Context: an optimization exercise on an open-source flow, tuned for small area, a short achievable clock period and few clock cycles. The choices shown serve that exercise and are no tape-out recipe.
RTL that was checked went through simulation tests only; none was proved equivalent to the original.
Power is estimated from default activity; no workload was simulated.

Setup of the reference run:
Design calculator, start of the top module:
module calculator
	(
	input wire clk,
	input wire rst,
	output reg rdy,
	input wire req_valid,
	input wire [2:0] req_instr,
	input wire [31:0] req_operand,
	output reg result_valid,
	output wire [31:0] result,
	output reg [7:0] error
);
clock: 9.0 ns
lec_check: 0
abc_area: 1
cap_margin: 0
core_margin: 2
core_utilization: 50
cts_buf_list: sky130_fd_sc_hd__clkbuf_4 sky130_fd_sc_hd__clkbuf_8
setup_slack_margin: 4.3
slew_margin: 0
run.sh (not shown) runs the stock make flow with config.mk's settings and CLKGATE_MAP_FILE= SYNTH_SCRIPT=/design/flow/synth_recipe.tcl, a recipe that flattens the netlist after the stock synthesis.
The reference run finished end to end and its layout was clean on timing, DRC and antenna.
diff inputs: the reference run => the trial run
# the reference run
export LEC_CHECK = 0
export ABC_AREA = 1
export CAP_MARGIN = 0
export CORE_MARGIN = 2
export CORE_UTILIZATION = 50
export CTS_BUF_LIST = sky130_fd_sc_hd__clkbuf_4 sky130_fd_sc_hd__clkbuf_8
export SETUP_SLACK_MARGIN = 4.3
export SLEW_MARGIN = 0
create_clock -name core_clock -period 9.0 [get_ports {clk}]
# the trial run
export LEC_CHECK = 0
export ABC_AREA = 1
export CAP_MARGIN = 0
export CORE_MARGIN = 2
export CORE_UTILIZATION = 50
export CTS_BUF_LIST = sky130_fd_sc_hd__clkbuf_4 sky130_fd_sc_hd__clkbuf_8
export SETUP_SLACK_MARGIN = 4.5
export SLEW_MARGIN = 0
create_clock -name core_clock -period 9.0 [get_ports {clk}]
Results
Global routing usage summed across all routing layers: the trial run > the reference run. In the trial run relative to the reference run, critical path depth had gone down by more than 10%. Per the comparison of the trial run with the reference run, post-route met1 wirelength decreased by about 1.6% relative to the old numbers; combinational cell fraction of total power increased by 0.4 points relative to the old numbers. The trial run ended up with a higher power consumed by combinational cells than the reference run did.
No functional check of the RTL was part of any run of this note.


## v59
calculator, a different RTL version from the one above (not shown whole).
Size: about 310 flip-flops, about 80 I/O pins, roughly 21000 um^2 of cells after synthesis.
Settings: LEC_CHECK=0, ABC_AREA=1, CAP_MARGIN=0, CORE_MARGIN=2, CORE_UTILIZATION=58, CTS_BUF_LIST=sky130_fd_sc_hd__clkbuf_4 sky130_fd_sc_hd__clkbuf_8, SETUP_SLACK_MARGIN=4.5, SLEW_MARGIN=0; clock period 9.0 ns.
Testbench counts of v59, summed over its fixed seeds: cycles 7,484.
Inputs modified between v59 and v9:
Settings: a change of CORE_UTILIZATION from 58 to 50; a deleted ABC_AREA that had been 1.
Notes after the runs:
Total global-route track usage | v9 below v59. Summary of v9 over v59: number of non-clock inverters in the layout has decreased; number of global-route vias before repair now smaller. The total chip power in v9 sits about 15% above the value recorded for v59. In the tables for v9 and v59, minimum period implied by the final worst setup slack reads lower with v59.
The following lists how v3 was set up differently from v9:
Settings: ABC_AREA: unset -> 1; CTS_BUF_LIST: sky130_fd_sc_hd__clkbuf_4 sky130_fd_sc_hd__clkbuf_8 -> sky130_fd_sc_hd__clkbuf_4.
--- outcome ---
The final layout from v3, which completed every stage, passed the timing, DRC and antenna checks at the end of the flow.
Against v9, post-route non-filler standard cell count in v3 rose by more than a quarter.
v3 leaves more setup margin than v9.
| placer's final routability congestion estimate | v3 vs v9 | 2.2% higher |
Initial antenna violation count in v3 is 3 higher than in v9
On overall power: between v3 and v9, it ends up lower for v3.
met3 track demand over resource was higher in the run labelled v9.
v9 vs v3, highest-utilization routing layer at the global route stage: met2 vs met1
v3 vs v9, register-to-register setup slack went up by 0.30 ns.
v9 has a higher final area than v3.
v3 ended up with req_instr[0] as its start point of the critical path; v9 ended up with T[1].
Changes observed in v3 relative to v9: leakage power now sits higher, fraction of synthesized area in multiplexers went down.
Clock-buffer cell count: v3 > v9
A worst setup path endpoint of error[0] is what v3 shows, while R[22] belongs to v9.
#### Input delta (v54 over v3)
Settings: SETUP_SLACK_MARGIN now 4.6, was 4.5; CTS_BUF_LIST now sky130_fd_sc_hd__clkbuf_4 sky130_fd_sc_hd__clkbuf_8, was sky130_fd_sc_hd__clkbuf_4; CORE_UTILIZATION now 55, was 50.
Setup slack ends up higher on v54.
The logic depth of the worst setup path including buffers of v54 is higher than that of v3.
Against v3 as the reference, v54 delivers a lower register fraction of the total cell area.
On v54: non-clock buffer instance count of the final layout is about 11% higher than what v3 gave.
Against v3, v54 comes in 0.05 ns lower on data arrival at the endpoint of the critical path.


The RTL this note starts from:
==> flow/design.v <==
module LIFO
	#(parameter N=6,    
	  parameter DW=32   
	)
(
	input wire clk,
	input wire push,            
	input wire [N+2:0] dep,     
	input wire [DW-1:0] dat_i,
	output reg [DW-1:0] dat_o   
);
	reg [DW-1:0] mem [0:N-1];
	genvar i;
	generate
		for (i = 0; i < N; i = i + 1) begin : g_ent
			always @(posedge clk)
				if (push && dep[i+2]) mem[i] <= dat_i;
		end
	endgenerate
	integer j;
	always @(*) begin
		dat_o = {DW{1'b0}};
		for (j = 0; j < N; j = j + 1)
			dat_o = dat_o | ({DW{dep[j+3]}} & mem[j]);
	end
endmodule
module calculator
	(
	input wire clk,
	input wire rst,
	output reg rdy,
	input wire req_valid,
	input wire [2:0] req_instr,
	input wire [31:0] req_operand,
	output reg result_valid,
	output wire [31:0] result,
	output reg [7:0] error
);
	reg [31:0] T;       
	reg [31:0] S;       
	reg [31:0] R;       
	reg        bm1;     
	reg [8:0]  dep;     
	reg        bmul;    
	reg        bdiv;    
	reg [4:0]  cnt;     
	wire lt2  = dep[0] | dep[1];
	wire full = dep[8];
	wire i_push = (req_instr == 3'd0);
	wire i_add  = (req_instr == 3'd1);
	wire i_sub  = (req_instr == 3'd2);
	wire i_mul  = (req_instr == 3'd3);
	wire i_bad  = req_instr[2] & (req_instr[1] | req_instr[0]);
	always @(*) begin
		if (req_valid && !i_push && lt2) error = 8'd1;
		else if (req_valid && i_push && full) error = 8'd2;
		else if (req_valid && i_bad) error = 8'd3;
		else error = 8'd0;
	end
	wire ok  = i_push ? !full : (!lt2 && !i_bad);
	wire acc = rdy & req_valid & ok;
	wire [31:0] pop_val;
	LIFO #(6, 32) i_stack (
		.clk(clk),
		.push(acc & i_push),
		.dep(dep),
		.dat_i(S),
		.dat_o(pop_val)
	);
	wire one0 = bmul ? (R[0] ^ bm1) : 1'b1;
	wire two0 = bmul & ((R[1] & ~R[0] & ~bm1) | (~R[1] & R[0] & bm1));
	wire neg0 = bmul & R[1];
	wire one1 = bmul & (R[2] ^ R[1]);
	wire two1 = bmul & ((R[3] & ~R[2] & ~R[1]) | (~R[3] & R[2] & R[1]));
	wire neg1 = bmul & R[3];
	wire [31:0] S2  = {S[30:0], 1'b0};
	wire [31:0] m0  = ({32{one0}} & S) | ({32{two0}} & S2);
	wire [31:0] m1  = ({32{one1}} & S) | ({32{two1}} & S2);
	wire [31:0] pp0 = m0 ^ {32{neg0}};
	wire [31:0] pp1 = {m1[29:0], 2'b00} ^ {32{neg1}};
	wire [31:0] cs_s = T ^ pp0 ^ pp1;
	wire [31:0] cs_c = {(T[30:0] & pp0[30:0]) | (T[30:0] & pp1[30:0]) | (pp0[30:0] & pp1[30:0]), neg0};
	wire [31:0] sum;
	wire        sum_co;
	calc_add_fast #(32) u_cpa (.a(cs_s), .b(cs_c), .ci(neg1), .s(sum), .co(sum_co));
	wire [32:0] d1;
	wire        d1_co;
	calc_add #(32) u_sub (.a(S), .b(~R), .ci(1'b1), .s(d1[31:0]), .co(d1_co));
	assign d1[32] = ~d1_co;
	wire        b1 = d1[32];
	wire [5:0] zs, zt;
	calc_lzc i_lzs (.x(S), .z(zs));
	calc_lzc i_lzt (.x(T), .z(zt));
	wire [6:0] dz = {1'b0, zt} - {1'b0, zs};
	wire       t_zero = zt[5];                         
	wire       div_now = t_zero | dz[6];               
	wire [31:0] t_al = T << dz[4:0];
	wire mul_last = (R[31:3] == 29'd0);
	wire div_last = (cnt == 5'd0);
	wire done = (bmul & mul_last) | (bdiv & div_last);
	always @(posedge clk) begin
		if (rst) begin
			rdy <= 1'b1;
			result_valid <= 1'b0;
			dep <= 9'd1;
			bmul <= 1'b0;
			bdiv <= 1'b0;
		end else begin
			if (acc) begin
				if (i_push) begin
					dep <= {dep[7:0], 1'b0};
					result_valid <= 1'b1;
				end else if (!i_mul && !(req_instr[2] && !div_now)) begin
					dep <= {1'b0, dep[8:1]};
				end else begin
					rdy <= 1'b0;
					result_valid <= 1'b0;
					bmul <= i_mul;
					bdiv <= !i_mul;
				end
			end
			if (done) begin
				rdy <= 1'b1;
				result_valid <= 1'b1;
				bmul <= 1'b0;
				bdiv <= 1'b0;
				dep <= {1'b0, dep[8:1]};
			end
		end
	end
	wire a_push = acc & i_push;
	wire a_add  = acc & i_add;
	wire a_sub  = acc & i_sub;
	wire a_mul  = acc & i_mul;
	wire a_div  = acc & req_instr[2];
	wire sT_op   = a_push;
	wire sT_sum  = a_add | bmul;
	wire sT_sub  = a_sub;
	wire sT_q    = bdiv;
	wire sT_ones = a_div & t_zero;
	wire enT     = acc | bmul | bdiv;
	wire [31:0] T_d = ({32{sT_op}} & req_operand) | ({32{sT_sum}} & sum)
	                | ({32{sT_sub}} & d1[31:0]) | ({32{sT_q}} & {T[30:0], ~b1})
	                | {32{sT_ones}};
	wire sS_T   = a_push | (a_mul & b1);
	wire sS_pop = a_add | a_sub | (a_div & div_now) | (bmul & mul_last) | (bdiv & div_last);
	wire sS_sh  = bmul & ~mul_last;
	wire sS_d   = bdiv & ~div_last & ~b1;
	wire enS    = sS_T | sS_pop | sS_sh | sS_d;
	wire [31:0] S_d = ({32{sS_T}} & T) | ({32{sS_pop}} & pop_val)
	                | ({32{sS_sh}} & {S[27:0], 4'b0}) | ({32{sS_d}} & d1[31:0]);
	wire sR_S  = a_mul & b1;
	wire sR_al = a_div & ~div_now;
	wire sR_4  = bmul & ~mul_last;
	wire sR_1  = bdiv & ~div_last;
	wire sR_T  = (acc & ~i_mul & ~(req_instr[2] & ~div_now)) | (bdiv & div_last);
	wire sR_p  = bmul & mul_last;   
	wire enR   = sR_S | sR_al | sR_4 | sR_1 | sR_T | sR_p;
	wire [31:0] R_d = ({32{sR_S}} & S) | ({32{sR_al}} & t_al) | ({32{sR_T}} & T_d) | ({32{sR_p}} & sum)
	                | ({32{sR_4}} & {4'b0, R[31:4]}) | ({32{sR_1}} & {1'b0, R[31:1]});
	always @(posedge clk) begin
		if (enT) T <= T_d;
		if (enS) S <= S_d;
		if (enR) R <= R_d;
		if (a_mul) bm1 <= 1'b0;
		else if (bmul) bm1 <= R[3];
		if (a_div) cnt <= dz[4:0];
		else if (bdiv) cnt <= cnt - 5'd1;
	end
	assign result = T;
endmodule
module calc_lzc (
	input wire [31:0] x,
	output wire [5:0] z
);
	wire [15:0] v1;
	wire [15:0] z1;
	genvar i;
	generate
		for (i = 0; i < 16; i = i + 1) begin : g1
			assign v1[i] = x[2*i+1] | x[2*i];
			assign z1[i] = ~x[2*i+1];
		end
	endgenerate
	wire [7:0] v2;
	wire [15:0] z2;
	generate
		for (i = 0; i < 8; i = i + 1) begin : g2
			assign v2[i] = v1[2*i+1] | v1[2*i];
			assign z2[2*i+1:2*i] = v1[2*i+1] ? {1'b0, z1[2*i+1]} : {1'b1, z1[2*i]};
		end
	endgenerate
	wire [3:0] v3;
	wire [11:0] z3;
	generate
		for (i = 0; i < 4; i = i + 1) begin : g3
			assign v3[i] = v2[2*i+1] | v2[2*i];
			assign z3[3*i+2:3*i] = v2[2*i+1] ? {1'b0, z2[4*i+3:4*i+2]} : {1'b1, z2[4*i+1:4*i]};
		end
	endgenerate
	wire [1:0] v4;
	wire [7:0] z4;
	generate
		for (i = 0; i < 2; i = i + 1) begin : g4
			assign v4[i] = v3[2*i+1] | v3[2*i];
			assign z4[4*i+3:4*i] = v3[2*i+1] ? {1'b0, z3[6*i+5:6*i+3]} : {1'b1, z3[6*i+2:6*i]};
		end
	endgenerate
	assign z = v4[1] ? {2'b00, z4[7:4]} : v4[0] ? {2'b01, z4[3:0]} : 6'd32;
endmodule
module calc_add #(parameter W = 32) (
	input wire [W-1:0] a,
	input wire [W-1:0] b,
	input wire ci,
	output wire [W-1:0] s,
	output wire co
);
	reg [W-1:0] g, p;
	integer l, i;
	always @(*) begin
		g = a & b;
		p = a ^ b;
		g[0] = g[0] | (p[0] & ci);
		for (l = 1; l < W; l = l * 2)
			for (i = 2 * l - 1; i < W; i = i + 2 * l) begin
				g[i] = g[i] | (p[i] & g[i-l]);
				p[i] = p[i] & p[i-l];
			end
		for (l = W / 4; l >= 1; l = l / 2)
			for (i = 3 * l - 1; i < W; i = i + 2 * l) begin
				g[i] = g[i] | (p[i] & g[i-l]);
				p[i] = p[i] & p[i-l];
			end
	end
	assign s = (a ^ b) ^ {g[W-2:0], ci};
	assign co = g[W-1];
endmodule
module calc_add_fast #(parameter W = 32) (
	input wire [W-1:0] a,
	input wire [W-1:0] b,
	input wire ci,
	output wire [W-1:0] s,
	output wire co
);
	reg [W-1:0] g, p;
	integer l, i, j;
	always @(*) begin
		g = a & b;
		p = a ^ b;
		g[0] = g[0] | (p[0] & ci);
		for (l = 1; l < W; l = l * 2)
			for (i = W - 1; i >= 0; i = i - 1)
				if (i & l) begin
					j = (i & ~(l - 1)) - 1;
					g[i] = g[i] | (p[i] & g[j]);
					p[i] = p[i] & p[j];
				end
	end
	assign s = (a ^ b) ^ {g[W-2:0], ci};
	assign co = g[W-1];
endmodule
==> flow/config.mk <==
export PLATFORM = sky130hd
export DESIGN_NAME = calculator
export DESIGN_NICKNAME = calculator
export VERILOG_FILES = /design/flow/design.v
export SDC_FILE = /design/flow/constraint.sdc
export NUM_CORES = 4
export LEC_CHECK = 0
export ABC_AREA = 1
export CAP_MARGIN = 0
export CORE_MARGIN = 2
export CORE_UTILIZATION = 50
export CTS_BUF_LIST = sky130_fd_sc_hd__clkbuf_4 sky130_fd_sc_hd__clkbuf_8
export SETUP_SLACK_MARGIN = 4.7
export SLEW_MARGIN = 0
==> flow/constraint.sdc <==
create_clock -name core_clock -period 9.0 [get_ports {clk}]
set_input_delay 1.8000 -clock core_clock [delete_from_list [all_inputs] [get_ports {clk}]]
set_output_delay 1.8000 -clock core_clock [all_outputs]
set_load 0.01 [all_outputs]
Testbench counts at the start, summed over its fixed seeds: cycles 7,484.
Then changed:
- SETUP_SLACK_MARGIN: 4.7 -> 4.3
Result:
- cell area fell by 3.2%
- synthesized cell count does not change
- worst setup slack loses 0.33 ns
Then changed:
==> flow/flow/run.sh (new file) <==
#!/bin/bash
# The standard layout (the standard.sh, all steps), with the ports
# buffered by the smallest buffer cell instead of ORFS's default choice.
set -e
export BUFFER_PORTS_ARGS="-buffer_cell sky130_fd_sc_hd__buf_1"
bash standard.sh > standard.log 2>&1
==> flow/standard.sh (new file) <==
#!/bin/bash
# synth_recipe.tcl (not shown) runs the flow's synth.tcl, then flattens the netlist and writes it again
# the make line also repeats each setting of config.mk as NAME=value (left out here)
make -C /OpenROAD-flow-scripts/flow DESIGN_CONFIG=/design/flow/config.mk WORK_HOME=/design/flow/orfs CLKGATE_MAP_FILE= SYNTH_SCRIPT=/design/flow/synth_recipe.tcl "${@:-finish}"
- SETUP_SLACK_MARGIN: 4.3 -> 4.5
removed: flow/run.sh
Effect: The new run went through all stages and came out clean. Total power came out higher by 4.0%. Non-clock buffer count is higher by 32. Synthesized cell count stays the same. Cell area grows by 0.97%.
Then changed:
==> flow/run.sh (new file) <==
#!/bin/bash
# synth_recipe.tcl (not shown) runs the flow's synth.tcl, then flattens the netlist and writes it again
# the make line also repeats each setting of config.mk as NAME=value (left out here)
make -C /OpenROAD-flow-scripts/flow DESIGN_CONFIG=/design/flow/config.mk WORK_HOME=/design/flow/orfs CLKGATE_MAP_FILE= SYNTH_SCRIPT=/design/flow/synth_recipe.tcl finish
removed: flow/flow/run.sh
removed: flow/standard.sh
Outcome: The changed run passed the timing, DRC and antenna checks; area after synthesis stays the same; via count came out lower by 1.1%; routed wire length came out lower by 3.0%; count of clock-buffer cells in the layout came out lower by 2; sequential share of layout area came out higher by 0.11 points; maximum frequency came out higher by 2.2%; global-route usage came out lower by 0.35 points; cell area came out lower by about 0.3%; setup slack gets better by 0.097 ns; critical path depth stays the same.

[afterwards: timing with drivers on the ports]
The results above use ideal ports. As a check the final layouts listed here were re-extracted and re-timed, cells and wires unchanged.
Step 1 assumes that a clkbuf_16 drives the clock port and a buf_2 every other input.
Step 2 times the ports against the registers' clock, not the clock port: input delays grow and output delays shrink by t, the midpoint of the rising clock arrivals with the driver on.
Slacks: ideal ports / drivers / drivers and shift; pairs: ideal ports / drivers.
run	t (ns)	setup WS [ns]	worst hold slack (ns)	clock arrival spread, ns
the reference run	0.678	4.244 / 4.244 / 3.912	0.485 / 0.485 / 0.485	0.049 / 0.049
the trial run	0.706	4.082 / 4.082 / 4.040	0.490 / 0.490 / 0.490	0.073 / 0.073
v59	0.659	4.581 / 4.561 / 4.186	0.505 / 0.505 / 0.505	0.054 / 0.054
v9	0.702	4.316 / 4.316 / 3.963	0.533 / 0.533 / 0.533	0.045 / 0.045
v3	0.848	4.596 / 4.575 / 3.792	0.499 / 0.499 / 0.499	0.074 / 0.074
v54	0.651	4.650 / 4.612 / 4.237	0.497 / 0.497 / 0.497	0.060 / 0.060
the first run of note 3	0.653	4.673 / 4.628 / 4.238	0.501 / 0.501 / 0.501	0.036 / 0.035
the second run of note 3	0.668	4.344 / 4.317 / 4.085	0.511 / 0.511 / 0.511	0.068 / 0.067
the third run of note 3	0.708	4.516 / 4.492 / 4.039	0.487 / 0.487 / 0.487	0.077 / 0.077
the fourth run of note 3	0.677	4.613 / 4.592 / 4.288	0.499 / 0.499 / 0.499	0.063 / 0.062
After both steps every run listed still meets setup and hold. For v3, which loses most, drivers alone change the setup slack by -0.021 ns; drivers and shift together by -0.804 ns.
